What follows belongs to an exercise in optimizing a design on an open flow for small area; a production flow would make more cautious choices. Function was checked by simulation only, so behaviour that the tests miss may differ from the original. Power figures rest on the tool's default switching activity, not on a simulated workload.

<file path="design/flow/design.v">
module mlatch (
    input clock,
    input s,     
    input r,     
    input g,     
    input  [WIDTH-1:0] d,  
    output reg [WIDTH-1:0] q   
);
parameter WIDTH = 1;
reg [WIDTH-1:0] val_reg;
always @(*) begin
    if (r)
        q = 0;
    else if (s)
        q = 1;
    else if (g)
        q = d;
    else
        q = val_reg;
end
always @(posedge clock) begin
    val_reg <= q;
end
endmodule
module register (
    input clock,
    input s,     
    input r,     
    input c,     
    input [WIDTH-1:0] d,     
    output reg [WIDTH-1:0] q     
);
parameter WIDTH = 1;
reg [WIDTH-1:0] val_reg;
reg c_d;
always @(*) begin
    if (r)
        q = 0;
    else if (s)
        q = 1;
    else
        q = val_reg;
end
always @(negedge clock) begin
    c_d <= c;
    if  (~c_d & c & ~r & ~s)
        val_reg <= d;
    else
        val_reg <= q;
end
endmodule
/*verilator lint_off UNOPTFLAT*/
module clockgen (
	input clk32,
	input resb,
	input porb,
	output clk,
	output mhz8,
	output mhz8_en1,
	output mhz8_en2,
	output mhz4,
	output reg mhz4_en,
	output time0,
	output time1,
	output time2,
	output time3,
	output time4,
	output time5,
	output time6,
	output time7,
	output m2clock,
	output m2clock_en_p,
	output m2clock_en_n,
	output khz500,
	output khz500_en,
	output clk4,
	output latch,
	output time0_t,
	output time1_t,
	output time2_t,
	output time3_t,
	output time4_t,
	output latch_t
);
assign clk          = mhz16_s;
assign mhz8_en1     = ~mhz16_s &  mhz8_sD & ~mhz8_s;
assign mhz8_en2     = ~mhz16_s & ~mhz8_sD &  mhz8_s;
assign mhz8         = mhz8_s;
assign mhz4         = mhz4_s;
assign time0        = time0_s;
assign time1        = time1_s;
assign time2        = time2_s;
assign time3        = time3_s;
assign time4        = time4_s;
assign time5        = time5_s;
assign time6        = time6_s;
assign time7        = time7_s;
assign m2clock      = ~time6_s;
assign m2clock_en_p = ~time5_s &  time6_s;
assign m2clock_en_n =  time5_s & ~time6_s;
assign clk4         = l2_s;
assign latch        = ~latchb_s;
assign time0_t      = time0_u;
assign time1_t      = time1_u;
assign time2_t      = time2_u;
assign time3_t      = time3_u;
assign time4_t      = time4_u;
assign latch_t      = ~latchb_u;
reg mhz16_s;
reg mhz8_sD, mhz8_s;
reg l2_s, l3_s;
reg mhz4_s;
reg time0_s;
reg time1_s;
reg time2_s;
reg time3_s;
reg time4_s;
reg time5_s;  
reg time6_s;
reg time7_s;  
reg latchb_s;
wire rst_all_n = porb & resb;
wire rst_l_n   = ~(porb & ~resb);
always @(posedge clk32, negedge rst_all_n) begin
	if (!rst_all_n) begin
		{ mhz16_s, mhz8_sD, mhz8_s, mhz4_s } <= 0;
	end else begin
		mhz16_s <= ~mhz16_s;
		if ( mhz16_s) mhz8_sD <= ~mhz8_sD;
		if (~mhz16_s) mhz8_s <= mhz8_sD;
		if (~mhz16_s & ~mhz8_s) mhz4_s <= ~l2_s;
	end
end
always @(posedge clk32) begin
	if (rst_all_n) mhz4_en <= mhz16_s & ~mhz8_s & l2_s;
end
always @(posedge clk32, negedge rst_l_n) begin
	if (!rst_l_n) begin
		l2_s <= 0;
		l3_s <= 1;
	end else if (porb) begin
		if ( mhz16_s & ~mhz8_s) l2_s <= ~l2_s;
		if (mhz16_s & ~l2_s & ~mhz8_s) l3_s <= ~l3_s;
	end
end
always @(posedge clk32, negedge porb) begin
	if (!porb) begin
		{ time0_s, time1_s, time2_s, time3_s, time4_s, time5_s, time6_s, time7_s } <= 0;
		latchb_s <= 1;
	end else if (resb) begin
		if (~mhz16_s) time0_s <= ~l3_s;
		if ( mhz16_s) time1_s <= time0_s;
		if (~mhz16_s) time2_s <= time1_s;
		if ( mhz16_s) time3_s <= time2_s;
		if (~mhz16_s) time4_s <= time3_s;
		if ( mhz16_s) time5_s <= time4_s;
		if (~mhz16_s) time6_s <= time5_s;
		if ( mhz16_s) time7_s <= time6_s;
		if (~mhz16_s) latchb_s <= ~(time5_s & ~time1_s);
	end
end
reg time0_u, time1_u, time2_u, time3_u, time4_u, latchb_u;
always @(posedge clk32, negedge porb) begin
	if (!porb) begin
		{ time0_u, time1_u, time2_u, time3_u, time4_u } <= 0;
		latchb_u <= 1;
	end else if (resb) begin
		if (~mhz16_s) time0_u <= ~l2_s;
		if ( mhz16_s) time1_u <= time0_u;
		if (~mhz16_s) time2_u <= time1_u;
		if ( mhz16_s) time3_u <= time2_u;
		if (~mhz16_s) time4_u <= time3_u;
		if (~mhz16_s) latchb_u <= ~(time2_u & ~time0_u);
	end
end
reg [1:0] khz500_cnt;
always @(posedge clk32, negedge porb) begin
	if (!porb)
		khz500_cnt <= 0;
	else if (m2clock_en_p) begin
		khz500_cnt <= khz500_cnt + 1'd1;
	end
end
assign khz500 = khz500_cnt[1];
assign khz500_en = khz500_cnt == 0 && m2clock_en_p;
endmodule
/*verilator lint_off UNOPTFLAT*/
module mcucontrol (
    input clk32,
    input porb,
    input resb,
    input turbo,
    input clk,
    input ias,
    input idev,
    input iram,
    input iuds,
    input ilds,
    input irwz,
    input ixdmab,
    input vmapb,
    input smapb,
    input ideb,
    input hde1,
    input addrselb,
    input time0,
    input time1,
    input lcycsel,
    input cycsel_en,
    input ivsync,
    input sreq,
    input sndon,
    input sfrep,
    input [21:1] snd,
    input [21:1] sft,
    output cmpcycb,
    output ramcycb,
    output refb,
    output frame,
    output reg vidb,
    output viden,
    output vos,
    output sndclk,
    output snden,  
    output sframe,
    output stoff,
    output rdat_n,
    output we_n,
    output wdat_n,
    output cmpcs_n,
    output dcyc_n,
    output sload_n,
    output sint
);
wire c1 = ~(lcycsel & time1);  
wire c1_en_p = lcycsel & time1 & clk;
wire c1_en_n = cycsel_en;
reg c1_rise, c1_fall;
always @(posedge clk32) begin
    c1_rise <= c1_en_p;
    c1_fall <= c1_en_n;
end
assign frame = ~pk005;
assign viden = ~vidb;  
assign refb = pk016 | pk024;
assign vos = ~(vidb & ~snden);
reg pk005,pk016;
always @(posedge clk32, negedge porb) begin
	if (!porb) { pk005, vidb, pk016 } <= { 1'b0, 1'b1, 1'b0 };
	else if (c1_en_p) begin
		pk005 <= ivsync;
		vidb  <= ideb;
		pk016 <= hde1;
	end
end
assign sndclk = ~(addrselb & snden);
assign snden = ~pk016 & pk024;
wire pk061 = (snd == sft) & ~c1;
wire sintsb = sframe;
assign stoff = pk061 & ~sfrep;
reg pk024, pk031;
always @(posedge clk32) begin
    if (!porb) pk031 <= 1'b0;  
    else if (c1_en_p) pk031 <= sndon;
end
mlatch sframe_l(clk32, 1'b0, !pk031, !clk ^ turbo, ~(pk061 & sfrep), sframe);
mlatch sint_l(clk32, !sintsb, 1'b0, c1_fall, 1'b0, sint);
always @(posedge clk32, negedge pk031) begin
    if (!pk031) pk024 <= 0;
    else if (c1_en_p) pk024 <= sreq;
end
mlatch sload_n_l(clk32, !porb, 1'b0, clk, ~(time1 & addrselb & snden), sload_n);  
wire cmap = (~irwz | iuds | ilds) & (~vmapb | ~smapb) & idev & ias;
wire ramsel = (~irwz | ilds | iuds) & ias & iram;
reg ramcyc,cmpcyc;
always @(posedge clk32, negedge cmap) begin
    if (!cmap) cmpcyc <= 0;
    else if(cycsel_en) cmpcyc <= cmap;
end
always @(posedge clk32, negedge ramsel) begin
    if (!ramsel) ramcyc <= 0;
    else if (cycsel_en) ramcyc <= ramsel;
end
wire dcyc;
mlatch dcyc_l(clk32, !porb, 1'b0, clk ^ turbo, !resb | (time1 & addrselb & viden), dcyc);  
assign dcyc_n = ~dcyc;
assign cmpcycb = ~cmpcyc;
assign ramcycb = ~ramcyc;
assign we_n = ~(ramcyc & cmpcycb & ~irwz & ~time0 & ~addrselb);
assign rdat_n = ~((cmpcyc & ramcycb & irwz) | (ramcyc & cmpcycb & irwz));
assign wdat_n = ~(~we_n | (cmpcyc & ramcycb & ~irwz & ~time1 & ~addrselb));
assign cmpcs_n =~((cmpcyc & ramcycb & ~irwz & ~time1 & ~addrselb) | (cmpcyc & ramcycb & irwz & lcycsel & ~time1) | ~resb);
endmodule
module gstmcu (
    input clk32,
    input resb,
    input porb,
    input  FC0,
    input  FC1,
    input  FC2,
    input  AS_N,
    input  RW,
    input  UDS_N,
    input  LDS_N,
    input  VMA_N,
    input  MFPINT_N,
    input  [23:1] A,     
    output reg [23:1] ADDR,  
    input  [15:0] DIN,
    output [15:0] DOUT,
    output OE_L,
    output OE_H,
    output CLK_O,  
    output MHZ8,
    output MHZ8_EN1,
    output MHZ8_EN2,
    output MHZ4,
    output MHZ4_EN,
    output KHZ500,
    output KHZ500_EN,
    input  RDY_N_I,
    output RDY_N_O,
    input  BG_N,
    input  BR_N_I,
    output BR_N_O,
    input  BGACK_N_I,
    output BGACK_N_O,
    output BERR_N,
    output IPL0_N,
    output IPL1_N,
    output IPL2_N,
    input  DTACK_N_I,
    output DTACK_N_O,
    output IACK_N,
    output ROM0_N,
    output ROM1_N,
    output ROM2_N,
    output ROM3_N,
    output ROM4_N,
    output ROM5_N,
    output ROM6_N,
    output ROMP_N,
    output RAM_N,
    output RAS0_N,
    output RAS1_N,
    output CAS0L_N,
    output CAS0H_N,
    output CAS1L_N,
    output CAS1H_N,
    output RAM_LDS,  
    output RAM_UDS,  
    output REF,  
    output VPA_N,
    output MFPCS_N,
    output SNDIR,
    output SNDCS,
    output N6850,
    output FCS_N,
    output RTCCS_N,
    output RTCRD_N,
    output RTCWR_N,
    output LATCH,
    output HSYNC_N,
    output VSYNC_N,
    output reg DE,
    output reg BLANK_N,
    output reg BLANK_H_N,  
    output reg BLANK_V_N,  
    output RDAT_N,
    output WE_N,
    output WDAT_N,
    output CMPCS_N,
    output DCYC_N,
    input  SREQ,
    output SLOAD_N,
    output SINT,
    output BUTTON_N,
    output reg JOYWE_N,
    output JOYRL_N,
    output JOYWL,
    output JOYRH_N,
    input  st,              
    input  extra_ram,       
    input  tos192k,         
    input  turbo,           
    input  viking_at_c0,    
    input  viking_at_e8,    
    output [1:0] bus_cycle  
);
always @(*) begin
    casez ({ addrselb, ixdmab, snden, refb })
        4'b00??: ADDR = dma_reg;  
        4'b01??: ADDR = A;  
        4'b1??0: ADDR = 0;  
        4'b1?11: ADDR = { 2'b0, snd };  
        4'b1?01: ADDR = vid_reg;  
    endcase
end
assign REF = addrselb & ~refb;
wire         ias  = ixdma ? aso : ~AS_N;
wire         irwz = ixdma ? drw : RW;
wire         irwb = ~irwz;
wire         iuds = ixdma ? dso : ~UDS_N;
wire         ilds = ixdma ? dso : ~LDS_N;
wire         ivma = ~VMA_N;
wire         ifc0  = ixdma ? 1'b1 : FC0;
wire         ifc1  = ixdma ? 1'b0 : FC1;
wire         ifc2  = ixdma ? 1'b1 : FC2;
wire         iiack = ias & ifc0 & ifc1 & ifc2;
wire         ifc2z = ifc2;
wire         fcx = ifc0 ^ ifc1;
wire [15:0]  id = DIN;
reg          udenb;
wire         doutb;
assign       OE_H = ~udenb;
assign       OE_L = ~doutb;
wire vclrb = ~(iiack & A[3:1] == 3'b100);
wire hclrb = ~(iiack & A[3:1] == 3'b010);
wire device = ixdmab & ifc2z & fcx;
wire idev = device & A[23:16] == 8'hFF;
assign IACK_N = ~(iiack & A[3:1] == 3'b110);
assign VPA_N = ~((idev & ias & A[15:9] == { 4'hF, 3'b110 }) | ~vclrb | ~hclrb);  
assign MFPCS_N = ~(idev & ias & A[15:6] == { 8'hFA, 2'b00 });   
wire   isndcsb = ~(idev & ias & A[15:8] == 8'h88);              
assign SNDIR   = ~isndcsb & ~irwz;
assign SNDCS   = ~isndcsb & ~A[1];
assign N6850   = idev & ivma & A[15:3] == { 12'hFC0, 1'b0 };   
wire   pifcsb  = ~(idev & ias & ilds & iuds & A[15:2] == { 12'h860, 2'b01 });  
wire   ifcsb   = pifcsb & resb;
assign FCS_N   = ifcsb;
assign RTCCS_N = ~(idev & ias & A[15:5] == { 8'hFC, 3'b001 });  
assign RTCRD_N = ~(irwz & ivma & ilds);
assign RTCWR_N = ~(irwb & ivma & ilds);
wire overlap = |A[15:3];
wire rvec = irwz & ~overlap & ifc2z & fcx & ixdmab;
wire rom = irwz & fcx & ixdmab;
wire irom0 = rom & ias & ~tos192k & A[23:18] == { 4'hE, 2'b10 };  
wire irom1 = rom & ias & ~tos192k & A[23:18] == { 4'hE, 2'b01 };  
wire irom2 = (ias & rvec & A[23:16] == 8'h00) |                  
             (rom & ias & ((~tos192k & A[23:18] == { 4'hE, 2'b00 }) | (tos192k & A[23:18] == { 4'hF, 2'b11 } & A[19:16] != 4'hF)));  
wire irom3 = (rom & ias & ~gamecart & A[23:16] == 8'hFB) | (rom & ias & gamecart & A[23:18] == { 4'hD, 2'b11 });
wire irom4 = (rom & ias & ~gamecart & A[23:16] == 8'hFA) | (rom & ias & gamecart & A[23:18] == { 4'hD, 2'b10 });
wire irom5 = rom & ias & A[23:18] == { 4'hD, 2'b01 };
wire irom6 = rom & ias & A[23:18] == { 4'hD, 2'b00 };
wire romp  = rom & ias & A[23:13] == { 8'hFE, 3'b000 };
wire romxb = ~(irom0 | irom1 | irom2 | irom3 | irom4 | irom6 | irom6 | romp);
assign ROM0_N = ~irom0;
assign ROM1_N = ~irom1;
assign ROM2_N = ~irom2;
assign ROM3_N = ~irom3;
assign ROM4_N = ~irom4;
assign ROM5_N = ~irom5;
assign ROM6_N = ~irom6;
assign ROMP_N = ~romp;
wire viking_c0 = viking_at_c0 && A[23:18] == 6'b110000;  
wire viking_e8 = viking_at_e8 && A[23:19] == 5'b11101;   
wire iram_extra = fcx & extra_ram & ((A[23] ^ A[22]) | (A[23] & A[22] & ~A[21]));
wire system = ifc2z | A[15:11] != 0;
wire irama = |A[21:16];
wire iramb = fcx & ~A[23] & ~A[22];
wire iramaa = irama & iramb;  
wire iramc = overlap & fcx & system;
wire iramab = A[23:16] == 0 & iramc;
wire iram = iramaa | iramab | ~ixdmab | viking_c0 | viking_e8 | iram_extra | ~resb;
assign RAM_N = ~iram;
wire dmadir  = idev & ias & iuds & A[15:1] == { 12'h860, 3'b011 };
wire dmadirb = ~dmadir;
wire mdesel  = idev & ias & A[15:1] == { 12'h826, 3'b000 };  
wire syncsel = idev & ias & A[15:1] == { 12'h820, 3'b101 };  
wire scrlsel = idev & ias & ilds & A[15:1] == { 12'h826, 3'b010 } & ~st;  
wire cartsel = idev & ias & A[15:1] == { 12'h900, 3'b000 } & ~st;
wire butsel  = idev & ias & A[15:1] == { 12'h920, 3'b000 } & ~st;
wire joysel  = idev & ias & A[15:1] == { 12'h920, 3'b001 } & ~st;
wire padsel  = idev & ias & A[15:3] == { 12'h921, 1'b0 } & ~st;
wire pensel  = idev & ias & A[15:2] == { 12'h922, 2'b00 } & ~st;
wire regs    = idev & ias & A[15:12] == 4'h8 & ~A[8] & ~A[11];
wire dma     =  A[9] &  A[10];   
wire video   =  A[9] & ~A[10];   
wire conf    = ~A[9] & ~A[10];   
wire vmapb   = ~(idev & A[15:6] == { 8'h82, 2'b01 });  
wire regrd   = irwz & A[7:4] == 4'h0 & ilds;
wire regwr   = irwb & A[7:4] == 4'h0 & ilds;
wire rconfigb = ~(regs & conf & regrd & A[3:1] == 3'd0);   
wire wconfigb = ~(regs & conf & regwr & A[3:1] == 3'd0);
wire rvidbhb  = ~(regs & video & regrd & A[3:1] == 3'd0);  
wire wvidbhb  = ~(regs & video & regwr & A[3:1] == 3'd0);
wire rvidbmb  = ~(regs & video & regrd & A[3:1] == 3'd1);  
wire wvidbmb  = ~(regs & video & regwr & A[3:1] == 3'd1);
wire rlochb   = ~(regs & video & regrd & A[3:1] == 3'd2);  
wire wlochb   = ~(regs & video & regwr & A[3:1] == 3'd2) | st;
wire rlocmb   = ~(regs & video & regrd & A[3:1] == 3'd3);  
wire wlocmb   = ~(regs & video & regwr & A[3:1] == 3'd3) | st;
wire rloclb   = ~(regs & video & regrd & A[3:1] == 3'd4);  
wire wloclb   = ~(regs & video & regwr & A[3:1] == 3'd4) | st;
wire rvidblb  = ~(regs & video & regrd & A[3:1] == 3'd6) | st;  
wire wvidblb  = ~(regs & video & regwr & A[3:1] == 3'd6) | st;
wire rhoffb   = ~(regs & video & regrd & A[3:1] == 3'd7) | st;  
wire whoffb   = ~(regs & video & regwr & A[3:1] == 3'd7) | st;
wire rdmahb   = ~(regs & dma & regrd & A[3:1] == 3'd4);    
wire wdmah    = ~(regs & dma & regwr & A[3:1] == 3'd4);
wire rdmamb   = ~(regs & dma & regrd & A[3:1] == 3'd5);    
wire wdmam    = ~(regs & dma & regwr & A[3:1] == 3'd5);
wire rdmalb   = ~(regs & dma & regrd & A[3:1] == 3'd6);    
wire wdmal    = ~(regs & dma & regwr & A[3:1] == 3'd6);
wire regxackb = ~((regs & (A[9] | ~A[10]) & (~dma | A[3]) & A[7:4] == 4'h0) | ~srgackb);
wire srgackb = ~(idev & ias & A[15:5] == { 8'h89, 3'b000 }) | st;  
wire sndrgb  = ~(~srgackb & ilds & irwz);
wire smapb   = ~(idev & A[15:5] == { 8'h89, 3'b001 }) | st;        
wire rscntlb = ~(idev & ias & ilds & irwz & A[15:1] == { 12'h890, 3'd0 }) | st;
wire wscntlb = ~(idev & ias & ilds & irwb & A[15:1] == { 12'h890, 3'd0 }) | st;
wire rsfbhb  = ~(idev & ias & ilds & irwz & A[15:1] == { 12'h890, 3'd1 }) | st;
wire wsfbhb  = ~(idev & ias & ilds & irwb & A[15:1] == { 12'h890, 3'd1 }) | st;
wire rsfbmb  = ~(idev & ias & ilds & irwz & A[15:1] == { 12'h890, 3'd2 }) | st;
wire wsfbmb  = ~(idev & ias & ilds & irwb & A[15:1] == { 12'h890, 3'd2 }) | st;
wire rsfblb  = ~(idev & ias & ilds & irwz & A[15:1] == { 12'h890, 3'd3 }) | st;
wire wsfblb  = ~(idev & ias & ilds & irwb & A[15:1] == { 12'h890, 3'd3 }) | st;
wire rsfchb  = ~(idev & ias & ilds & irwz & A[15:1] == { 12'h890, 3'd4 }) | st;
wire rsfcmb  = ~(idev & ias & ilds & irwz & A[15:1] == { 12'h890, 3'd5 }) | st;
wire rsfclb  = ~(idev & ias & ilds & irwz & A[15:1] == { 12'h890, 3'd6 }) | st;
wire rsfthb  = ~(idev & ias & ilds & irwz & A[15:1] == { 12'h890, 3'd7 }) | st;
wire wsfthb  = ~(idev & ias & ilds & irwb & A[15:1] == { 12'h890, 3'd7 }) | st;
wire rsftmb  = ~(idev & ias & ilds & irwz & A[15:1] == { 12'h891, 3'd0 }) | st;
wire wsftmb  = ~(idev & ias & ilds & irwb & A[15:1] == { 12'h891, 3'd0 }) | st;
wire rsftlb  = ~(idev & ias & ilds & irwz & A[15:1] == { 12'h891, 3'd1 }) | st;
wire wsftlb  = ~(idev & ias & ilds & irwb & A[15:1] == { 12'h891, 3'd1 }) | st;
wire padrb = 1;  
wire penrb = 1;  
assign doutb = ~(~sndrgb | ~padrb | ~penrb | (regs & (A[9] | ~A[10]) & (~dma | A[3]) & A[7:4] == 4'h0 & ilds & irwz));
assign DOUT[15:8] = { 6'b111111, idout_h };
assign DOUT[ 7:0] = vid_o & snd_o & dma_o;
assign HSYNC_N = resb & iihsync;
assign VSYNC_N = resb & iivsync;
assign IPL0_N = 1'b1;
assign IPL1_N = MFPINT_N & (hintb | ~vintb);
assign IPL2_N = MFPINT_N & vintb;
wire hintb;
register hintb_r(clk32, ~(resb & porb & hclrb), 1'b0, iihsync, 1'b0, hintb);
wire vintb;
register vintb_r(clk32, ~(resb & porb & vclrb), 1'b0, iivsync, 1'b0, vintb);
reg [6:0] berr_cnt;
assign BERR_N = ~berr_cnt[6];
always @(posedge clk32, negedge porb) begin
    if (!porb) berr_cnt <= 0;
    else if (~ias) berr_cnt <= 0;
    else if (MHZ8_EN1) berr_cnt <= berr_cnt + 1'd1;
end
wire gamecart;
register gamecart_r(clk32, 1'b0, ~(resb & porb), irwb & cartsel & iuds, id[8], gamecart);
wire noscroll;
mlatch noscroll_l(clk32, ~(resb & porb), 1'b0, scrlsel, ~|id[3:0], noscroll);
wire mde1;
register mde1_r(clk32, 1'b0, ~(resb & porb), ~(irwb & mdesel & iuds) ^ st, id[9], mde1);
wire mde0;
register mde0_r(clk32, 1'b0, ~(resb & porb), ~(irwb & mdesel & iuds) ^ st, id[8], mde0);
wire pal;
register pal_r(clk32, 1'b0, ~(resb & porb), ~(irwb & syncsel & iuds), id[9], pal);
wire ntsc = ~pal;
reg drw;
wire porb_resb = porb & resb;
reg dmadirb_d;
always @(posedge clk32) dmadirb_d <= dmadirb;  
always @(posedge clk32, negedge porb_resb) begin : drw_block
	if (!porb_resb) drw <= 1;
	else if (~dmadirb_d & dmadirb) drw <= id[8];
end
wire penr = iuds & ilds & irwz & pensel;
wire padr = ilds & irwz & padsel;
wire butr = ilds & irwz & butsel;
assign BUTTON_N = ~butr;
assign JOYRL_N = ~(joysel & ilds & irwz);
assign JOYWL = joysel & irwb & ilds;
assign JOYRH_N = ~(joysel & iuds & irwz);
always @(posedge clk32) begin
    if (!resb || !JOYRL_N) JOYWE_N <= 1;
    else if (JOYWL) JOYWE_N <= 0;
end
reg [9:8] idout_h;
always @(*) begin
	idout_h = 2'b11;
	if (cartsel & irwz & iuds) idout_h = { 1'b0, gamecart };
	if (syncsel & irwz & iuds) idout_h = { pal, 1'b0 };
	udenb = ~(irwz & iuds & (cartsel | syncsel));
end
reg wloclb_rs, wlocmb_rs, wlochb_rs;
always @(posedge clk32) begin
    if (~porb | ~frame) { wloclb_rs, wlocmb_rs, wlochb_rs } <= 3'b000;
    if (~wloclb) wloclb_rs <= 1'b1;
    if (~wlocmb) wlocmb_rs <= 1'b1;
    if (~wlochb) wlochb_rs <= 1'b1;
end
wire [23:1] vld;
assign vld[23:22] = extra_ram ? ((~wlochb | wlochb_rs)? id[7:6] : lvd[23:22]) : 2'b00;
assign vld[21:16] = (~wlochb | wlochb_rs) ? id[5:0] : lvd[21:16];
assign vld[15: 8] = (~wlocmb | wlocmb_rs) ? id[7:0] : lvd[15: 8];
assign vld[ 7: 1] = (~wloclb | wloclb_rs) ? id[7:1] : lvd[ 7: 1];
wire [7:0] hoff;
mlatch #(.WIDTH(8)) hoff_l(clk32, 1'b0, ~(resb & porb), ~whoffb, id[7:0], hoff);
wire [23:1] lvd;
mlatch #(.WIDTH(7)) lvd_ll(clk32, 1'b0, ~(resb & porb & wvidbmb & wvidbhb), ~wvidblb, id[7:1], lvd[ 7: 1]);
mlatch #(.WIDTH(8)) lvd_ml(clk32, 1'b0, ~(resb & porb), ~wvidbmb, id[7:0], lvd[15: 8]);
mlatch #(.WIDTH(8)) lvd_hl(clk32, 1'b0, ~(resb & porb), ~wvidbhb, id[7:0], lvd[23:16]);
wire [3:0] conf_reg;
mlatch #(.WIDTH(4)) conf_l(clk32, 1'b0, ~porb, ~wconfigb, id[3:0], conf_reg[3:0]);
wire rs2b = ~conf_reg[2];
wire rs3b = ~conf_reg[3];
wire [7:0] vid_o = ~( ({8{~rhoffb}}   & ~hoff)
                    | ({8{~rvidblb}}  & ~{ lvd[7:1], 1'b0 })
                    | ({8{~rvidbmb}}  & ~lvd[15:8])
                    | ({8{~rvidbhb}}  & ~{ extra_ram ? lvd[23:22] : 2'b00, lvd[21:16] })
                    | ({8{~rconfigb}} & ~{ 4'b0000, conf_reg })
                    | ({8{~rloclb}}   & ~{ vid[7:1], 1'b0 })
                    | ({8{~rlocmb}}   & ~vid[15:8])
                    | ({8{~rlochb}}   & ~vid[23:16]) );
wire [21:1] sfb, sft_l;
reg  [21:1] sft;
wire  [3:1] snd_ctrl;
wire sndon;
wire sfrep = snd_ctrl[1];
mlatch #(.WIDTH(7)) sfb_ll(clk32, 1'b0, (~resb & porb), ~wsfblb, id[7:1], sfb[ 7: 1]);
mlatch #(.WIDTH(8)) sfb_ml(clk32, 1'b0, (~resb & porb), ~wsfbmb, id[7:0], sfb[15: 8]);
mlatch #(.WIDTH(6)) sfb_hl(clk32, 1'b0, (~resb & porb), ~wsfbhb, id[5:0], sfb[21:16]);
mlatch #(.WIDTH(3)) sctl_l(clk32, 1'b0, (~resb & porb), ~wscntlb, id[3:1], snd_ctrl);
mlatch #(.WIDTH(1)) sndon_l(clk32, 1'b0, (~resb & porb) | stoff, ~wscntlb, id[0], sndon);
mlatch #(.WIDTH(7)) sft_lll(clk32, 1'b0, (~resb & porb), ~wsftlb, id[7:1], sft_l[ 7: 1]);
mlatch #(.WIDTH(8)) sft_mll(clk32, 1'b0, (~resb & porb), ~wsftmb, id[7:0], sft_l[15: 8]);
mlatch #(.WIDTH(6)) sft_hll(clk32, 1'b0, (~resb & porb), ~wsfthb, id[5:0], sft_l[21:16]);
always @(posedge clk32) if (~porb) sft <= 0; else if (~sframe) sft <= sft_l;
wire [7:0] snd_o = ~( ({8{~rsfblb}}  & ~{ sfb[7:1], 1'b0 })
                    | ({8{~rsfbmb}}  & ~sfb[15:8])
                    | ({8{~rsfbhb}}  & ~{ 2'b00, sfb[21:16] })
                    | ({8{~rscntlb}} & ~{ 4'b0000, snd_ctrl, sndon })
                    | ({8{~rsftlb}}  & ~{ sft[7:1], 1'b0 })
                    | ({8{~rsftmb}}  & ~sft[15:8])
                    | ({8{~rsfthb}}  & ~{ 2'b00, sft[21:16] })
                    | ({8{~rsfclb}}  & ~{ snd[7:1], 1'b0 })
                    | ({8{~rsfcmb}}  & ~snd[15:8])
                    | ({8{~rsfchb}}  & ~{ 2'b00, snd[21:16] }) );
reg sndack;   
reg sndack1;
always @(posedge clk32, posedge isndcsb) begin
	if (isndcsb) { sndack, sndack1 } <= 0;
	else if (MHZ8_EN1) begin
		sndack1 <= ~isndcsb;
		sndack  <= sndack1;
	end
end
assign RDY_N_O = ~aso;
wire   ready = RDY_N_O & RDY_N_I;
wire fcsackb;
register fcsackb_r(clk32, ~(porb & ias), 1'b0, ready, ifcsb, fcsackb);
reg dtack_d;
always @(posedge clk32, negedge porb) begin
	if (!porb) dtack_d <= 0;
	else if (MHZ8_EN2) dtack_d <= dtack & ~DTACK_N_I;
end
reg p8001_s, p8008_s, p8010_s;
wire porb_ixdma = porb & ixdma;
always @(posedge clk32, negedge porb_ixdma) begin
	if (!porb_ixdma) {p8001_s, p8008_s, p8010_s} <= 3'b001;
	else if (MHZ8_EN1) begin
		p8001_s <= p8008_s;
		p8008_s <= p8001_s ^ ~(p8008_s & p8001_s & ~dtack_d);
	end else if (MHZ8_EN2) begin
		p8010_s <= ~(p8001_s & p8008_s);
	end
end
wire   aso   = p8008_s | ~p8010_s;
wire   dso   = (p8008_s & p8001_s) | (p8008_s & drw) | ~p8010_s;
wire   dtack   = sndack | ~ramcycb | ~cmpcycb | ~romxb | ~regxackb | cartsel | syncsel | butr | joysel | padr | penr | ~fcsackb;
assign DTACK_N_O = ~dtack;
wire   ixdmab    = ~ixdma;
wire   br_n      = BR_N_I & BR_N_O;
wire   bgack_n   = BGACK_N_I & BGACK_N_O;
assign BGACK_N_O = ixdmab;
assign BR_N_O    = ~br_o;
reg    ixdma;    
reg    p9033;
reg    br_o;     
wire   p9033_i   = (ready & ~ias) | (p9033 & ias);
wire   ixdma_i   = ixdma | (~ias & ~BG_N);
wire   br_o_i    = (br_n | br_o) & (BG_N | br_o) & p9033 & bgack_n;
always @(posedge clk32, negedge porb_resb) begin
	if (!porb_resb) begin
		p9033 <= 0;
		br_o <= 0;
		ixdma <= 0;
	end else if (MHZ8_EN1) begin
		p9033 <= p9033_i;
		br_o <= br_o_i;
		if (!p9033_i) ixdma <= 0;
	end else if (MHZ8_EN2) begin
		ixdma <= ixdma_i;
	end
end
wire sela = rs2b & rs3b;
wire [3:0] ramaaa = sela ? { ~ADDR[21] & ~ADDR[20], ~ADDR[19], ~ADDR[18], ~ADDR[17] } : { 1'b1, ~ADDR[21], ~ADDR[20], ~ADDR[19] };
wire ram1 = (extra_ram & (~ADDR[23] | ~ADDR[22] | (ADDR[23] & ADDR[22] & ~ADDR[21]))) | viking_c0 | viking_e8 | (rs3b ? &ramaaa : ADDR[21]);
wire ram2 = rs3b ? ramaaa[3] & ramaaa[2] & ramaaa[1] & ~ramaaa[0] : ~ADDR[21];
wire ram1a, ram2a;
wire udsl, ldsl;
mlatch ram1a_l(clk32, 1'b0, !porb, turbo ? MHZ8 : clk4, ram1, ram1a);
mlatch ram2a_l(clk32, 1'b0, !porb, turbo ? MHZ8 : clk4, ram2, ram2a);
mlatch ldsl_l (clk32, 1'b0, !porb, turbo ? MHZ8 : clk4, ilds, ldsl);
mlatch udsl_l (clk32, 1'b0, !porb, turbo ? MHZ8 : clk4, iuds, udsl);
wire rascyc = turbo ? ~time3_t : time0_s;
assign RAS0_N = ~( (rascyc & addrselb & (~refb | (ram1a & vos))) | (~rascyc & ~addrselb & ram1a & ~ramcycb) );
assign RAS1_N = ~( (rascyc & addrselb & (~refb | (ram2a & vos))) | (~rascyc & ~addrselb & ram2a & ~ramcycb) );
assign CAS0L_N = ~( (time2 & ~lcycsel & ram1a & vos) | (~time2 & lcycsel & ram1a & ~ramcycb & ldsl) );
assign CAS0H_N = ~( (time2 & ~lcycsel & ram1a & vos) | (~time2 & lcycsel & ram1a & ~ramcycb & udsl) );
assign CAS1L_N = ~( (time2 & ~lcycsel & ram2a & vos) | (~time2 & lcycsel & ram2a & ~ramcycb & ldsl) );
assign CAS1H_N = ~( (time2 & ~lcycsel & ram2a & vos) | (~time2 & lcycsel & ram2a & ~ramcycb & udsl) );
assign RAM_LDS = (time0 & addrselb & (ram1a | ram2a) & vos) | (~time0 & ~addrselb & (ram1a | ram2a) & ~ramcycb & ldsl);
assign RAM_UDS = (time0 & addrselb & (ram1a | ram2a) & vos) | (~time0 & ~addrselb & (ram1a | ram2a) & ~ramcycb & udsl);
wire clk,clk4,m2clock,m2clock_en_p,m2clock_en_n;
wire time0_s,time1_s,time2_s,time3_s,time4_s,time5_s,time6_s,time7_s;
wire latch_s;
wire time0_t,time1_t,time2_t,time3_t,time4_t,latch_t;
assign bus_cycle = { ~time4_s, ~time0_s };
assign CLK_O = clk;
clockgen clockgen_s (
    .clk32(clk32),
    .clk(clk),
    .resb(resb),
    .porb(porb),
    .mhz8(MHZ8),
    .mhz8_en1(MHZ8_EN1),
    .mhz8_en2(MHZ8_EN2),
    .mhz4(MHZ4),
    .mhz4_en(MHZ4_EN),
    .clk4(clk4),
    .time0(time0_s),
    .time1(time1_s),
    .time2(time2_s),
    .time3(time3_s),
    .time4(time4_s),
    .time5(time5_s),
    .time6(time6_s),
    .time7(time7_s),
    .m2clock(m2clock),
    .m2clock_en_p(m2clock_en_p),
    .m2clock_en_n(m2clock_en_n),
    .khz500(KHZ500),
    .khz500_en(KHZ500_EN),
    .latch(latch_s),
    .time0_t(time0_t),
    .time1_t(time1_t),
    .time2_t(time2_t),
    .time3_t(time3_t),
    .time4_t(time4_t),
    .latch_t(latch_t)
);
assign LATCH = turbo ? latch_t : latch_s;
wire time0 = turbo ? time0_t : time0_s;
wire time1 = turbo ? time1_t : time1_s;
wire time2 = turbo ? time2_t : time2_s;
wire time4 = turbo ? time4_t : time4_s;
wire addrselb = turbo ? ~time4_t : ~time5_s;
wire lcycsel = turbo ? time4_t : time7_s;
wire cycsel_en = turbo ? (time3_t & ~time4_t) : (time6_s & ~time7_s);
wire stoff, sframe;
wire refb,frame,vidb,viden,sndclk_loc,sload_n_loc,snden,vos;
wire cmpcycb, ramcycb;
wire dcyc_n_loc;
mcucontrol mcucontrol (
    .clk32(clk32),
    .porb(porb),
    .resb(resb),
    .turbo(turbo),
    .clk(clk),
    .ias(ias),
    .idev(idev),
    .iram(iram),
    .iuds(iuds),
    .ilds(ilds),
    .irwz(irwz),
    .ixdmab(ixdmab),
    .vmapb(vmapb),
    .smapb(smapb),
    .ivsync(ivsync),
    .ideb(ideb),
    .hde1(hde1),
    .addrselb(addrselb),
    .sreq(SREQ),
    .sndon(sndon),
    .lcycsel(lcycsel),
    .cycsel_en(cycsel_en),
    .time0(time0),
    .time1(time1),
    .frame(frame),
    .refb(refb),
    .vidb(vidb),
    .viden(viden),
    .vos(vos),
    .snd(snd),
    .sft(sft),
    .stoff(stoff),
    .sfrep(sfrep),
    .sframe(sframe),
    .sndclk(sndclk_loc),
    .snden(snden),
    .cmpcycb(cmpcycb),
    .ramcycb(ramcycb),
    .rdat_n(RDAT_N),
    .we_n(WE_N),
    .wdat_n(WDAT_N),
    .cmpcs_n(CMPCS_N),
    .dcyc_n(dcyc_n_loc),
    .sload_n(sload_n_loc),
    .sint(SINT)
);
wire vidclkb = turbo ? ~(time0_s | vidb) : ~(time5_s | vidb);  
assign DCYC_N = dcyc_n_loc | (time5_s & turbo);
wire sndclk = sndclk_loc | (time1_s & turbo);
wire sndclk_en = (turbo ? (~time0_s & ~time7_s) : (addrselb & time4)) & snden;
assign SLOAD_N = sload_n_loc | (time1_s & turbo);
wire interlace = 0;  
wire ihsync = ~(iihsync & resb);
wire ivsync = ~(iivsync & resb);
wire vertclk;
reg  [6:0] hsc;
wire [6:0] hsc_load_val_ste = { mde1 | interlace, 2'b00, mde1, 1'b0, ntsc & ~mde1, ~(ntsc & ~mde1) };
wire [6:0] hsc_load_val_st = mde1 ? 7'h48 : ntsc ? 7'h1 : 7'h0;
reg        hsc_load;  
wire       hsc_reload = hsc == 7'd127;
reg        iihsync;
wire [6:0] ihsync_set = mde1 ? 7'd121 : 7'd101;
wire [6:0] ihsync_res = mde1 ? 7'd127 : 7'd111;
always @(posedge clk32, negedge resb) begin
	if (!resb) begin
		hsc <= 0;
		hsc_load <= 0;
		iihsync <= 1;
	end else if (m2clock_en_p) begin
		hsc <= hsc + 1'd1;
		if (hsc_reload | hsc_load) begin
			hsc_load <= ~hsc_load;
			if (st & ~hsc_load) hsc <= hsc_load_val_st;
			if (~st) hsc <= hsc_load_val_ste;
		end
		if (hsc == ihsync_set) iihsync <= 0;
		if (hsc == ihsync_res) iihsync <= 1;
	end
end
wire ideb = ~DE;
wire cpal = ~mde1 & ~ntsc;
wire cntsc = ~mde1 & ntsc;
reg  [7:0] hdec;
reg        hblank;
wire       hblank_set = (cntsc & hdec == 8'd8 ) |  (cpal & hdec == 8'd9);
wire       hblank_reset = mde1 | hdec == 8'd114;
reg        hde, hde1;
wire       hde_set_ste = (cntsc & hdec == 8'd11) | (cpal & hdec == 8'd12) | (mde1 & hdec == 8'd2);
wire       hde_set_st  = (cntsc & hdec == 8'd15) | (cpal & hdec == 8'd16) | (mde1 & hdec == 8'd3);
wire       hde_reset   = (cntsc & hdec == 8'd95) | (cpal & hdec == 8'd96) | (mde1 & hdec == 8'd43);
reg        hde_set_r1, hde_set_r2, hde_set_r3, hde_set_r4;
always @(posedge clk32, negedge porb) begin
	if (!porb) begin
		hdec <= 0;
		hblank <= 0;
		{ hde_set_r1, hde_set_r2, hde_set_r3, hde_set_r4 } <= 0;
		hde <= 0;
	end else begin
		if ((m2clock_en_p && hsc == ihsync_set) || ihsync) begin
			hdec <= 0;
			hblank <= 0;
			{ hde_set_r1, hde_set_r2, hde_set_r3, hde_set_r4 } <= 0;
			hde <= 0;
		end else
		if (m2clock_en_n) begin
			hdec <= hdec + 1'd1;
			if (hblank_set) hblank <= 1;
			if (hblank_reset) hblank <= 0;
			hde_set_r1 <= hde_set_ste;
			hde_set_r2 <= hde_set_r1;
			hde_set_r3 <= hde_set_r2;
			hde_set_r4 <= hde_set_r3;
			if (hde_reset) hde <= 0;
			else if (~st &&  noscroll && ((~mde1 & hde_set_r4 ) || (mde1 && hde_set_r1))) hde <= 1;
			else if (~st && !noscroll && ((~mde0 & hde_set_ste) || (mde0 && hde_set_r2))) hde <= 1;
			else if ( st && hde_set_st) hde <= 1;
		end
	end
end
always @(posedge clk32, negedge porb) begin
	if (!porb) begin
		BLANK_N <= 1;
		hde1 <= 0;
		DE <= 1;
	end else if (m2clock_en_p) begin
		BLANK_N <= hblank & vblank;
		hde1 <= hde;
		DE <= hde & vde;
	end
end
wire iivsync_a;
wire       vertclk_en = (st ? hsc_reload : hsc_load) & m2clock_en_p;
reg  [8:0] vsc;
wire [8:0] vsc_load_val_ste = { 1'b0, ~mde1, ~mde1, ~mde1 & ntsc, ~mde1 & ntsc, 1'b1, mde1, ~mde1 & ntsc, 1'b0 };
wire [8:0] vsc_load_val_st  = mde1 ? 9'd11 : cpal ? 9'd199 : 9'd249;
reg        vsc_load;
reg        iivsync;
wire [8:0] ivsync_set = mde1 ? 9'd510 : 9'd508;
always @(posedge clk32, negedge resb) begin
	if (!resb) begin
		vsc <= 0;
		vsc_load <= 1;
		iivsync <= 1;
	end else if (vertclk_en) begin
		vsc <= vsc + 1'd1;
		if (~st && (vsc == 9'd511 || vsc_load)) begin
			vsc_load <= ~vsc_load;
			vsc <= vsc_load_val_ste;
			iivsync <= 1;
		end
		if (st && vsc == 9'd511) begin
			vsc <= vsc_load_val_st;
			iivsync <= 1;
		end
		if (vsc == ivsync_set) iivsync <= 0;
	end
end
reg vde, vblank;
reg  [8:0] vdec;
wire       vblank_set =   (cpal & vdec == 9'd24) | (cntsc & vdec == 9'd15);         
wire       vblank_reset = mde1 | (cpal & vdec == 9'd307) | (cntsc & vdec == 9'd257);  
wire       vde_set =      (mde1 & vdec == 9'd35 ) | (cpal & vdec == 9'd62 ) | (cntsc & vdec == 9'd33 );  
wire       vde_reset =    (mde1 & vdec == 9'd435) | (cpal & vdec == 9'd262) | (cntsc & vdec == 9'd233);  
always @(posedge clk32, negedge porb) begin
	if (!porb) begin
		vdec <= 0;
		vde <= 0;
		vblank <= 0;
	end else begin
		if ((vertclk_en & vsc == ivsync_set) | ivsync) begin
			vdec <= 0;
			vde <= 0;
			vblank <= 0;
		end else
		if (m2clock_en_p && hsc == ihsync_res) begin
			vdec <= vdec + 1'd1;
			if (vde_set)   vde <= 1;
			if (vde_reset) vde <= 0;
			if (vblank_set) vblank <= 1;
			if (vblank_reset) vblank <= 0;
		end
	end
end
reg        mde1_l, cpal_l, cntsc_l;
reg        vblank_l, hblank_l;
always @(posedge clk32) begin
	if (ivsync) begin
		mde1_l <= mde1;
		cpal_l <= cpal;
		cntsc_l <= cntsc;
	end
	if (!porb) begin
		vblank_l <= 0;
		hblank_l <= 0;
		BLANK_V_N <= 0;
		BLANK_H_N <= 0;
	end else begin
	if (m2clock_en_p && hsc == ihsync_res) begin
		if ((mde1_l & vdec == 9'd35 ) | (cntsc_l & vdec == 9'd15 ) | (cpal_l & vdec == 9'd24 )) vblank_l <= 1;
		if ((mde1_l & vdec == 9'd435) | (cntsc_l & vdec == 9'd257) | (cpal_l & vdec == 9'd307)) vblank_l <= 0;
	end
	if (m2clock_en_n) begin
		if ((mde1_l & hdec == 8'd3 ) | (cntsc_l & hdec == 8'd8) | (cpal_l & hdec == 8'd9)) hblank_l <= 1;
		if ((mde1_l & hdec == 8'd43) | hdec == 8'd114) hblank_l <= 0;
	end
	if (m2clock_en_p) begin
		BLANK_V_N <= vblank_l;
		BLANK_H_N <= hblank_l;
	end
	end
end
reg  [23:1] vid, vid_reg;
reg vid_r_d, vidclk_d, vidb_d;
reg pf071, pf071_reg;
wire vid_r = pf071 & vidb;
wire vid_xll = wloclb & frame;
wire vid_xlm = wlocmb & frame;
wire vid_xlh = wlochb & frame;
wire vid_rr = ~(!porb | !frame | !wlochb | !wlocmb | !wloclb);
always @(*) begin
	vid = vid_reg + ((~vid_r_d & vid_r) ? {15'd0, hoff} : {22'd0, ~vidclk_d & ~vidclkb});
	if (!vid_xll) vid[ 7: 1] = vld[ 7: 1];
	if (!vid_xlm) vid[15: 8] = vld[15: 8];
	if (!vid_xlh) vid[23:16] = vld[23:16];
	if (!extra_ram) vid[23:22] = 2'b00;
	pf071 = pf071_reg;
	if (!vid_rr) pf071 = 0;
	else if (~vidb_d & vidb) pf071 = 1;
end
always @(posedge clk32) begin
	vid_r_d <= vid_r;
	vidclk_d <= ~vidclkb;
	vid_reg <= porb ? vid : 23'd0;  
	vidb_d <= vidb;
	pf071_reg <= pf071;
end
reg [21:1] snd;
always @(posedge clk32) begin
    if (!(porb & resb)) snd <= 0;
    else if (!sframe) snd <= sfb;  
    else if (sndclk_en) snd <= snd + 1'd1;
end
wire        dmaclk = ~(dso & ixdma);
reg  [23:1] dmaa, dma_reg;
reg         dmaclk_d;
always @(*) begin
	dmaa = dma_reg;
	if (~dmaclk_d & dmaclk) dmaa = dmaa + 1'd1;
	if (!wdmal) dmaa[ 7: 1] = id[7:1];
	if (!wdmam) dmaa[15: 8] = id[7:0];
	if (!wdmah) dmaa[23:16] = id[7:0];
	if (!extra_ram) dmaa[23:22] = 2'b00;
	if (~(resb & porb)) dmaa = 0;
end
always @(posedge clk32) begin
	dmaclk_d <= dmaclk;
	dma_reg <= dmaa;
end
wire [7:0] dma_o = ~( ({8{~rdmalb}} & ~{ dmaa[7:1], 1'b0 })
                    | ({8{~rdmamb}} & ~dmaa[15:8])
                    | ({8{~rdmahb}} & ~dmaa[23:16]) );
endmodule
</file>
<file path="design/flow/flow/run.sh">
#!/bin/bash
# Layout flow: the standard flow (standard.sh) with
#  - an area-oriented ABC script in synthesis (flow/my_synth.tcl, flow/area.abc),
#  - buf_1 cells as the port buffers,
#  - smaller clock-tree buffers and no CTS dummy loads.
set -euo pipefail
W=$(pwd)
export FLOW_SYNTH_TCL=$W/synth_recipe.tcl
sed "s#SYNTH_SCRIPT=[^ ]*#SYNTH_SCRIPT=$W/flow/my_synth.tcl#" standard.sh > my_standard.sh
grep -q "SYNTH_SCRIPT=$W/flow/my_synth.tcl" my_standard.sh
export BUFFER_PORTS_ARGS="-buffer_cell sky130_fd_sc_hd__buf_1"
export CTS_ARGS="-sink_clustering_enable -repair_clock_nets -dont_use_dummy_load -buf_list sky130_fd_sc_hd__clkbuf_8 -sink_clustering_size 15 -sink_clustering_max_diameter 80"
bash my_standard.sh > standard.log 2>&1
</file>
<file path="design/flow/flow/area.abc">
&get -n
&st
&dc2
&syn3
&dc2
&deepsyn -T 60
&dch -f
&nf -R 1000 -p -F 8 -A 4 -a
&st
&dch -f
&nf -R 1000 -p -F 8 -A 4 -a
&put
</file>
<file path="design/flow/flow/my_synth.tcl">
# The standard synthesis (synth_recipe.tcl), with Yosys's abc call given an
# area-oriented ABC script; flip-flop mapping and everything else is unchanged.
set my_abc_script [file join [file dirname [file normalize [info script]]] area.abc]
proc abc {args} {
  set i [lsearch $args -script]
  if {$i >= 0} { set args [lreplace $args $i [expr {$i+1}] -script $::my_abc_script] }
  yosys abc {*}$args
}
source $::env(FLOW_SYNTH_TCL)
</file>
<file path="design/flow/standard.sh">
#!/bin/bash
# synth_recipe.tcl (not shown) runs the flow's synth.tcl, then flattens the netlist and writes it again
# the make line also repeats each setting of config.mk as NAME=value (left out here)
make -C /OpenROAD-flow-scripts/flow DESIGN_CONFIG=/design/flow/config.mk WORK_HOME=/design/flow/orfs CLKGATE_MAP_FILE= SYNTH_SCRIPT=/design/flow/synth_recipe.tcl "${@:-finish}"
</file>
<file path="design/flow/config.mk">
export PLATFORM = sky130hd
export DESIGN_NAME = gstmcu
export DESIGN_NICKNAME = gstmcu
export VERILOG_FILES = /design/flow/design.v
export SDC_FILE = /design/flow/constraint.sdc
export NUM_CORES = 4
export LEC_CHECK = 0
export CAP_MARGIN = 20
export CORE_MARGIN = 2
export CORE_UTILIZATION = 40
export HOLD_SLACK_MARGIN = 0.1
export SLEW_MARGIN = 20
</file>
<file path="design/flow/constraint.sdc">
create_clock -name core_clock -period 20.0 [get_ports {clk32}]
set_input_delay 4.0000 -clock core_clock [delete_from_list [all_inputs] [get_ports {clk32}]]
set_output_delay 4.0000 -clock core_clock [all_outputs]
set_load 0.01 [all_outputs]
</file>
==> flow_summary.json, run 1 <==
{
  "p_per_area_nw_per_um2": 80.0,
  "grt_max_degree": 41,
  "die_w_um": 201,
  "synth_top_cell_by_area": "sky130_fd_sc_hd__dfxtp_1",
  "post_synth_main_area_contributors": "sky130_fd_sc_hd__dfxtp_1, sky130_fd_sc_hd__dfrtp_1, sky130_fd_sc_hd__a22o_1",
  "postRouteWirelength_um": 58600,
  "reg2reg_launch_point": "ixdma",
  "post-synth-top-area-fraction_pct": 26.8,
  "grt_pass1_wl_um": 90100,
  "status": "finished clean",
  "netlist_area_um2": 15500,
  "place_hpwl_um": 44300,
  "slew_violations": 0,
  "clk-insertion-delay-late_ns": 0.63,
  "drt_pass1_iterations": 5,
  "routed-via-count": 15700,
  "cts.sinks": 305,
  "ir_drop_v": 0.0000610,
  "time_the_worst_path_needs_with_i_o_delays_and_setup_ns": 17.01,
  "comb_power_share_pct": 23.5,
  "dpl_worst_slack_ns": 2.61,
  "antennaDiodeCount": 0,
  "synth.lib_cells_used.distinct": 68,
  "clock_tree.buffer_depth": 3,
  "maxClockFrequency_mhz": 58.9,
  "finalSetupViolCount": 0,
  "cts-root-buf": "sky130_fd_sc_hd__clkbuf_8",
  "hp-class": "reg -> reg",
  "internal_portion_of_total_power_uw": 896,
  "area.growth.synth_to_final_pct": 12.0,
  "crit_path_max_fanout": 3,
  "ant_nets": 0,
  "avgViaCountPerCell": 6.15,
  "commonest_cells_after_routing_fill_and_taps_aside": "sky130_fd_sc_hd__nor2_1, sky130_fd_sc_hd__dfxtp_1, sky130_fd_sc_hd__nand2_1, sky130_fd_sc_hd__buf_1, sky130_fd_sc_hd__o21ai_0",
  "first_iter_violations": 1482,
  "async_set_or_reset_register_ratio_after_synthesis_pct": 30.8,
  "synth-seq-area-share_pct": 42.8,
  "synthCells": 1812,
  "period_share_pct": 85.1,
  "number_of_global_route_vias_before_repair": 15000,
  "layout_setup_ws_ns": 2.99,
  "switching_share_pct": 35.5,
  "slew-limit-headroom_pct": 30.3,
  "worstPathArrival_ns": 13.01,
  "global_route_overflow": 0,
  "postSynthAreaPerCell_um2": 8.55,
  "die_height_um": 201,
  "cp-startpoint": "gamecart_r.val_reg",
  "row_count": 72,
  "power.static_leakage_nw": 6.64,
  "synth-main-ff-cell": "sky130_fd_sc_hd__dfxtp_1",
  "clock_pin_slew_on_the_worst_setup_and_hold_paths_ns": 0.03,
  "design.core.area_um2": 38500,
  "worst_hold_startpoint": "hintb_r.val_reg",
  "seq_power_share_pct": 52.2,
  "globalplace.congestion": 0.994,
  "htree_levels": 1,
  "grt_setup_unrepaired": "false",
  "worst_slew_pin_slew_ns": 1.03,
  "port-buffer-count": 155,
  "track_usage_pct": 28.4,
  "layout.cells.most_common": "sky130_fd_sc_hd__nor2_1",
  "tritoncts_clock_tree": "done",
  "num_io_pins": 169,
  "fin_worst_skew_ns": 0.106,
  "critPathRequiredTime_ns": 16.00,
  "grt_antenna_before_repair": 1,
  "pwr-share-clk_pct": 24.4,
  "finalHoldWorstSlack_ns": 0.459,
  "floorplan.initialDensity_pct": 40.3,
  "synth_enable_flop_cells": 4,
  "cap_viol_max_count": 0,
  "layout.nets": 2126,
  "final_hold_viol_count": 0,
  "totalNegativeSetupSlack_ns": 0,
  "worstSetupEndpointType": "output port",
  "p_switching_uw": 492,
  "die_area_um2": 40300,
  "final_layout_size_suffix_gt1_share_pct": 3.59,
  "synth-warning-count": 11,
  "cts_inserted_buffers": 26,
  "ys_seq_elements": 305,
  "drc_errors": 0,
  "detail_route.wl_per_cell_um": 23.0,
  "timing_worst_setup_path_type": "reg -> out",
  "setup.worst_path.start_class": "flop"
}
## repair_timing
action | CTS | global route
setup endpoints to repair | 0 | 0
buffers inserted | 0 | 0
hold buffers | 1 | 0
hold endpoints to repair | 1 | 0
gates resized for setup | 0 | 0
## final cells by class
cell class | instances | area [µm²]
fill | 3923 | 21100
multi-input combinational | 1418 | 8520
sequential | 305 | 6630
timing repair buffer | 185 | 816
tap | 518 | 648
clock buffer | 26 | 358
inverter | 87 | 327
clock inverter | 13 | 48.8
## metrics by stage
stage	total power, mW	utilization (%)	std cells	cell area [µm²]
floorplan	0.923	-	1818	15500
global route	1.46	45.1	2552	17300
global placement	1.05	44.0	2513	16900
detailed placement	1.06	44.0	2513	16900
finish	1.39	45.1	2552	17300
CTS	1.39	45.1	2552	17300
## critical path, cell delays in order (launching register included)
cell                        delay (ns)
sky130_fd_sc_hd__dfxtp_1          0.32
sky130_fd_sc_hd__nand2_1          0.14
sky130_fd_sc_hd__nand4_1          0.18
sky130_fd_sc_hd__nor3b_1          0.06
sky130_fd_sc_hd__o21ai_0          0.28
sky130_fd_sc_hd__nand2_1          0.14
sky130_fd_sc_hd__a21oi_1          0.13
sky130_fd_sc_hd__nand4_1          0.14
sky130_fd_sc_hd__a2111oi_1        0.75
sky130_fd_sc_hd__buf_1            0.23
## Yosys cell counts (8+ instances only)
| cell type | number |
|---|---|
| sky130_fd_sc_hd__nand3_1 | 61 |
| sky130_fd_sc_hd__mux2_1 | 15 |
| sky130_fd_sc_hd__dfstp_2 | 11 |
| sky130_fd_sc_hd__and3_1 | 45 |
| sky130_fd_sc_hd__nor3_1 | 66 |
| sky130_fd_sc_hd__o21ai_0 | 104 |
| sky130_fd_sc_hd__nand2b_1 | 22 |
| sky130_fd_sc_hd__nor2b_1 | 39 |
| sky130_fd_sc_hd__o32ai_1 | 9 |
| sky130_fd_sc_hd__a211oi_1 | 12 |
| sky130_fd_sc_hd__o221ai_1 | 17 |
| sky130_fd_sc_hd__nand4_1 | 26 |
| sky130_fd_sc_hd__clkinv_1 | 88 |
| sky130_fd_sc_hd__a22oi_1 | 27 |
| sky130_fd_sc_hd__o211ai_1 | 8 |
| sky130_fd_sc_hd__nor4_1 | 14 |
| sky130_fd_sc_hd__a31oi_1 | 20 |
| sky130_fd_sc_hd__a22o_1 | 94 |
| sky130_fd_sc_hd__or2_0 | 9 |
| sky130_fd_sc_hd__nor2_1 | 213 |
| sky130_fd_sc_hd__a21oi_1 | 101 |
| sky130_fd_sc_hd__dfrtp_1 | 83 |
| sky130_fd_sc_hd__o22ai_1 | 37 |
| sky130_fd_sc_hd__ha_1 | 26 |
| sky130_fd_sc_hd__a221oi_1 | 9 |
| sky130_fd_sc_hd__nand2_1 | 206 |
| sky130_fd_sc_hd__or3_1 | 8 |
| sky130_fd_sc_hd__xor2_1 | 27 |
| sky130_fd_sc_hd__and2_0 | 30 |
| sky130_fd_sc_hd__dfxtp_1 | 207 |
| sky130_fd_sc_hd__xnor2_1 | 24 |
| sky130_fd_sc_hd__a21o_1 | 19 |
| sky130_fd_sc_hd__a222oi_1 | 22 |
| sky130_fd_sc_hd__o31ai_1 | 11 |
## cell families (layout without fill, tap and decap cells)
| group | after synthesis | count (layout) | synth area share [%] |
|---|---|---|---|
| compound gates | 539 | 539 | 24.2 |
| mux | 22 | 22 | 1.54 |
| simple gates | 772 | 772 | 23.8 |
| other cells | 1 | 7 | 0.0242 |
| xor+xnor | 51 | 51 | 2.88 |
| fa+ha+maj | 27 | 27 | 2.23 |
| flops | 305 | 305 | 42.8 |
| buf+inv | 95 | 311 | 2.47 |
## path summary, 6_finish.rpt
path	slack [ns]	depth (start not counted)	endpoint
setup / recovery	2.99	9	DTACK_N_O
hold / removal	0.46	1	hintb_r.val_reg
setup reg to reg	6.24	11	fcsackb_r.val_reg
hold reg to reg	0.46	1	hintb_r.val_reg
max in group asynchronous	14.19	10	mcucontrol.cmpcyc
min in group asynchronous	0.57	1	mcucontrol.pk024
## power by group through the flow
| stage | combinational [mW] | clock (mW) | sequential (mW) |
|---|---|---|---|
| after global routing | 0.359 | 0.368 | 0.731 |
| after floorplan | 0.201 | 0.00435 | 0.718 |
| after detailed placement | 0.320 | 0.00435 | 0.735 |
| after CTS | 0.322 | 0.343 | 0.722 |
| final | 0.326 | 0.338 | 0.724 |
| after global placement | 0.317 | 0.00435 | 0.733 |
## per-layer routing
metal	GRT usage (%)	share of wire, %	vias to the layer above
met5	0	0.031	-
met4	11.9	4.4	2
met3	4.50	8.1	152
met2	45.0	45	720
met1	38.6	43	7603
li1	-	-	7210
==> run 2: changes to the inputs <==
--- a/design/flow/design.v
+++ b/design/flow/design.v
@@ -975,6 +975,7 @@
 end
 reg  [23:1] vid, vid_reg;
-reg vid_r_d, vidclk_d, vidb_d;
+reg vidclk_d, vidb_d;
 reg pf071, pf071_reg;
+wire vid_r_d = pf071_reg & vidb_d;
 wire vid_r = pf071 & vidb;
 wire vid_xll = wloclb & frame;
@@ -993,5 +994,4 @@
 end
 always @(posedge clk32) begin
-	vid_r_d <= vid_r;
 	vidclk_d <= ~vidclkb;
 	vid_reg <= porb ? vid : 23'd0;  
--- a/design/flow/config.mk
+++ b/design/flow/config.mk
@@ -9,4 +9,5 @@
 export CORE_MARGIN = 2
 export CORE_UTILIZATION = 40
+export GPL_TIMING_DRIVEN = 0
 export HOLD_SLACK_MARGIN = 0.1
 export SLEW_MARGIN = 20
==> run 2 against run 1 <==
  * Routed wire length rose by 3.5%
  * Flip-flop and latch count fell by 2
  * Register-to-register slack improved by 0.52 ns
  * Sequential power barely moved
  * Non-clock buffer count fell by 10
  * Global-route usage rose by 0.91 points
  * Synthesized cell count fell by 0.33%
  * Combinational power rose by 7.4%
  * Area after synthesis fell by 0.20%
  * Setup slack improved by 0.46 ns
  * Critical endpoint is now pal_r.val_reg
  * Highest routed layer unchanged
==> flow_summary.json, run 2 <==
{
  "status": "finished clean",
  "global_route_overflow": 0,
  "synth.lib_cells_used.distinct": 70,
  "finalSetupViolCount": 0,
  "design.core.area_um2": 38400,
  "grt_antenna_before_repair": 4,
  "floorplan.initialDensity_pct": 40.3,
  "worstPathArrival_ns": 7.04,
  "cp-startpoint": "A[21]",
  "cp.buffers_inverters": 1,
  "timing_worst_setup_path_type": "in -> reg",
  "ir_drop_v": 0.0000543,
  "finish.utilization_pct": 45.2,
  "row_count": 72,
  "track_usage_pct": 29.3,
  "power.static_leakage_nw": 6.55,
  "clock_pin_slew_on_the_worst_setup_and_hold_paths_ns": 0.11,
  "final_layout_size_suffix_gt1_share_pct": 3.52,
  "num_io_pins": 169,
  "synth_enable_flop_cells": 4,
  "timing.critical_path.slowest_cell_delay_ns": 0.55,
  "timing.critical_path.max_delay_family": "simple AND/OR/NAND/NOR gates",
  "synth_most_common_cell": "sky130_fd_sc_hd__nand2_1",
  "ys_seq_elements": 303,
  "first_iter_violations": 1631,
  "avgViaCountPerCell": 6.15,
  "clk-insertion-delay-late_ns": 0.61,
  "cts-root-buf": "sky130_fd_sc_hd__clkbuf_8",
  "synth-main-ff-cell": "sky130_fd_sc_hd__dfxtp_1",
  "cts.sinks": 303,
  "number_of_global_route_vias_before_repair": 14800,
  "drc_errors": 0,
  "htree_levels": 1,
  "cts_inserted_buffers": 25,
  "synthCells": 1806,
  "reg2reg_launch_point": "ixdma",
  "grt_setup_unrepaired": "false",
  "tritoncts_clock_tree": "done",
  "die_w_um": 201,
  "synth-seq-area-share_pct": 42.6,
  "timing.critical_path.cells": "buf_1 -> and4_1 -> nand2_1 -> nand4b_1 -> nor2_1 -> nand3_1 -> nor3_1 -> and2_0 -> and3_1 -> a21oi_1 -> nand3_1 -> o21ai_0",
  "area.growth.synth_to_final_pct": 12.3,
  "synth-warning-count": 11,
  "drt_pass1_iterations": 6,
  "detail_route.wl_per_cell_um": 23.9,
  "place_hpwl_um": 46000,
  "die_area_um2": 40200,
  "cap_viol_max_count": 0,
  "grt_pass1_wl_um": 91500,
  "fin_worst_skew_ns": 0.0528,
  "crit_path_max_fanout": 9,
  "globalplace.congestion": 0.947,
  "slew-limit-headroom_pct": 17.3,
  "netlist_area_um2": 15500,
  "critPathRequiredTime_ns": 10.49,
  "post_synth_main_area_contributors": "sky130_fd_sc_hd__dfxtp_1, sky130_fd_sc_hd__dfrtp_1, sky130_fd_sc_hd__a22o_1",
  "setup.worst_path.start_class": "primary input",
  "clock_tree.buffer_depth": 3,
  "ctsResizeCount": 0,
  "die_height_um": 201,
  "post-synth-top-area-fraction_pct": 26.5,
  "slew_violations": 0,
  "layout.nets": 2109,
  "worstSetupEndpointType": "flop",
  "ant_nets": 0,
  "synth_top_cell_by_area": "sky130_fd_sc_hd__dfxtp_1",
  "hp-class": "reg -> reg",
  "commonest_cells_after_routing_fill_and_taps_aside": "sky130_fd_sc_hd__nand2_1, sky130_fd_sc_hd__dfxtp_1, sky130_fd_sc_hd__nor2_1, sky130_fd_sc_hd__buf_1, sky130_fd_sc_hd__a22o_1",
  "postRouteWirelength_um": 60600,
  "grt_max_degree": 36,
  "design_power_total_mw": 1.41,
  "async_set_or_reset_register_ratio_after_synthesis_pct": 31.0,
  "p_per_area_nw_per_um2": 81.1,
  "postSynthAreaPerCell_um2": 8.56,
  "crit_slowest_cell": "sky130_fd_sc_hd__nor3_1",
  "worst_hold_startpoint": "dmadirb_d",
  "synthTopCellsByCount": "sky130_fd_sc_hd__nand2_1, sky130_fd_sc_hd__dfxtp_1, sky130_fd_sc_hd__nor2_1, sky130_fd_sc_hd__a21oi_1, sky130_fd_sc_hd__a22o_1",
  "routed-via-count": 15600,
  "port-buffer-count": 155,
  "critPathMostFrequentCell": "sky130_fd_sc_hd__nand3_1",
  "final_hold_viol_count": 0,
  "finalHoldWorstSlack_ns": 0.415,
  "layout.cells.most_common": "sky130_fd_sc_hd__nand2_1",
  "worst_slew_pin_slew_ns": 1.21
}
## run 2: changes by cell type after synthesis, sizes merged, moves of 6 or more
cell and delta:
and3 -6, or2 -6, nor2 -42, o31ai +9, o22ai +14, a22oi -15
a22o +9, nand2 +27, a21o -7, nor2b +15
## run 2: report_power, final
part           switching (mW)  leakage, nW  internal, mW
Combinational           0.235         3.45         0.115
Sequential             0.0586         2.90         0.665
Clock                   0.219        0.200         0.115
## run 2: metal layers
metal  track usage [%]  vias up  share of wire [%]
li1                  -     7156                  -
met1              40.1     7491                 43
met2              45.9      768                 44
met3              4.17      176                7.8
met4              13.4        4                5.4
met5                 0        -              0.025
## run 2: metrics by stage
stage / setup TNS [ns] / cell area (µm²) / setup slack, ns / instances
global placement: -9.03 / 16700 / -1.82 / 2485
global route: 0 / 17400 / 3.08 / 2535
finish: 0 / 17400 / 3.45 / 2537
floorplan: 0 / 15500 / 3.88 / 1812
CTS: 0 / 17300 / 3.52 / 2535
detailed placement: 0 / 16900 / 2.90 / 2497
## run 2: what timing repair did
item | 4_1_cts | 5_1_grt
setup buffers | 0 | 0
hold endpoints to repair | 1 | 0
hold buffers | 1 | 0
## run 2: cell type report
class	instances	area, µm²
multi-input combinational	1415	8560
timing repair buffer	168	795
sequential	303	6590
fill	3892	21000
buffer	7	52.6
inverter	86	323
antenna	2	5.00
clock inverter	13	48.8
tap	518	648
clock buffer	25	344
## run 2: kinds of logic (layout without fill, tap and decap cells)
family                   count (synthesis)  in the layout  synth area share [%]
AND/OR/NAND/NOR                        764            764                  23.8
AO/OA/AOI/OAI                          539            539                  24.1
flip-flops                             303            303                  42.6
buffers and inverters                   94            299                  2.45
XOR/XNOR                                54             54                  3.06
adder cells (fa/ha/maj)                 27             27                  2.23
multiplexers                            24             24                  1.67
other                                    1              9                0.0243
## run 2: worst reg2reg max path: stages (launching register included)
cell,delay [ns]
sky130_fd_sc_hd__dfrtp_1,0.56
sky130_fd_sc_hd__clkinv_1,0.28
sky130_fd_sc_hd__nand4b_1,0.23
sky130_fd_sc_hd__nor2_1,0.34
sky130_fd_sc_hd__nand3_1,0.18
sky130_fd_sc_hd__nor3_1,0.55
sky130_fd_sc_hd__and2_0,0.44
sky130_fd_sc_hd__and3_1,0.28
sky130_fd_sc_hd__a21oi_1,0.11
sky130_fd_sc_hd__nand3_1,0.09
sky130_fd_sc_hd__o21ai_0,0.07
## run 2: worst paths after layout
check	end	slack (ns)	cells past startpoint
max	pal_r.val_reg	3.45	12
min in group asynchronous	p8008_s	0.56	1
max reg2reg	pal_r.val_reg	6.76	10
max in group asynchronous	mcucontrol.cmpcyc	14.43	9
min reg2reg	drw	0.41	2
min	drw	0.41	2
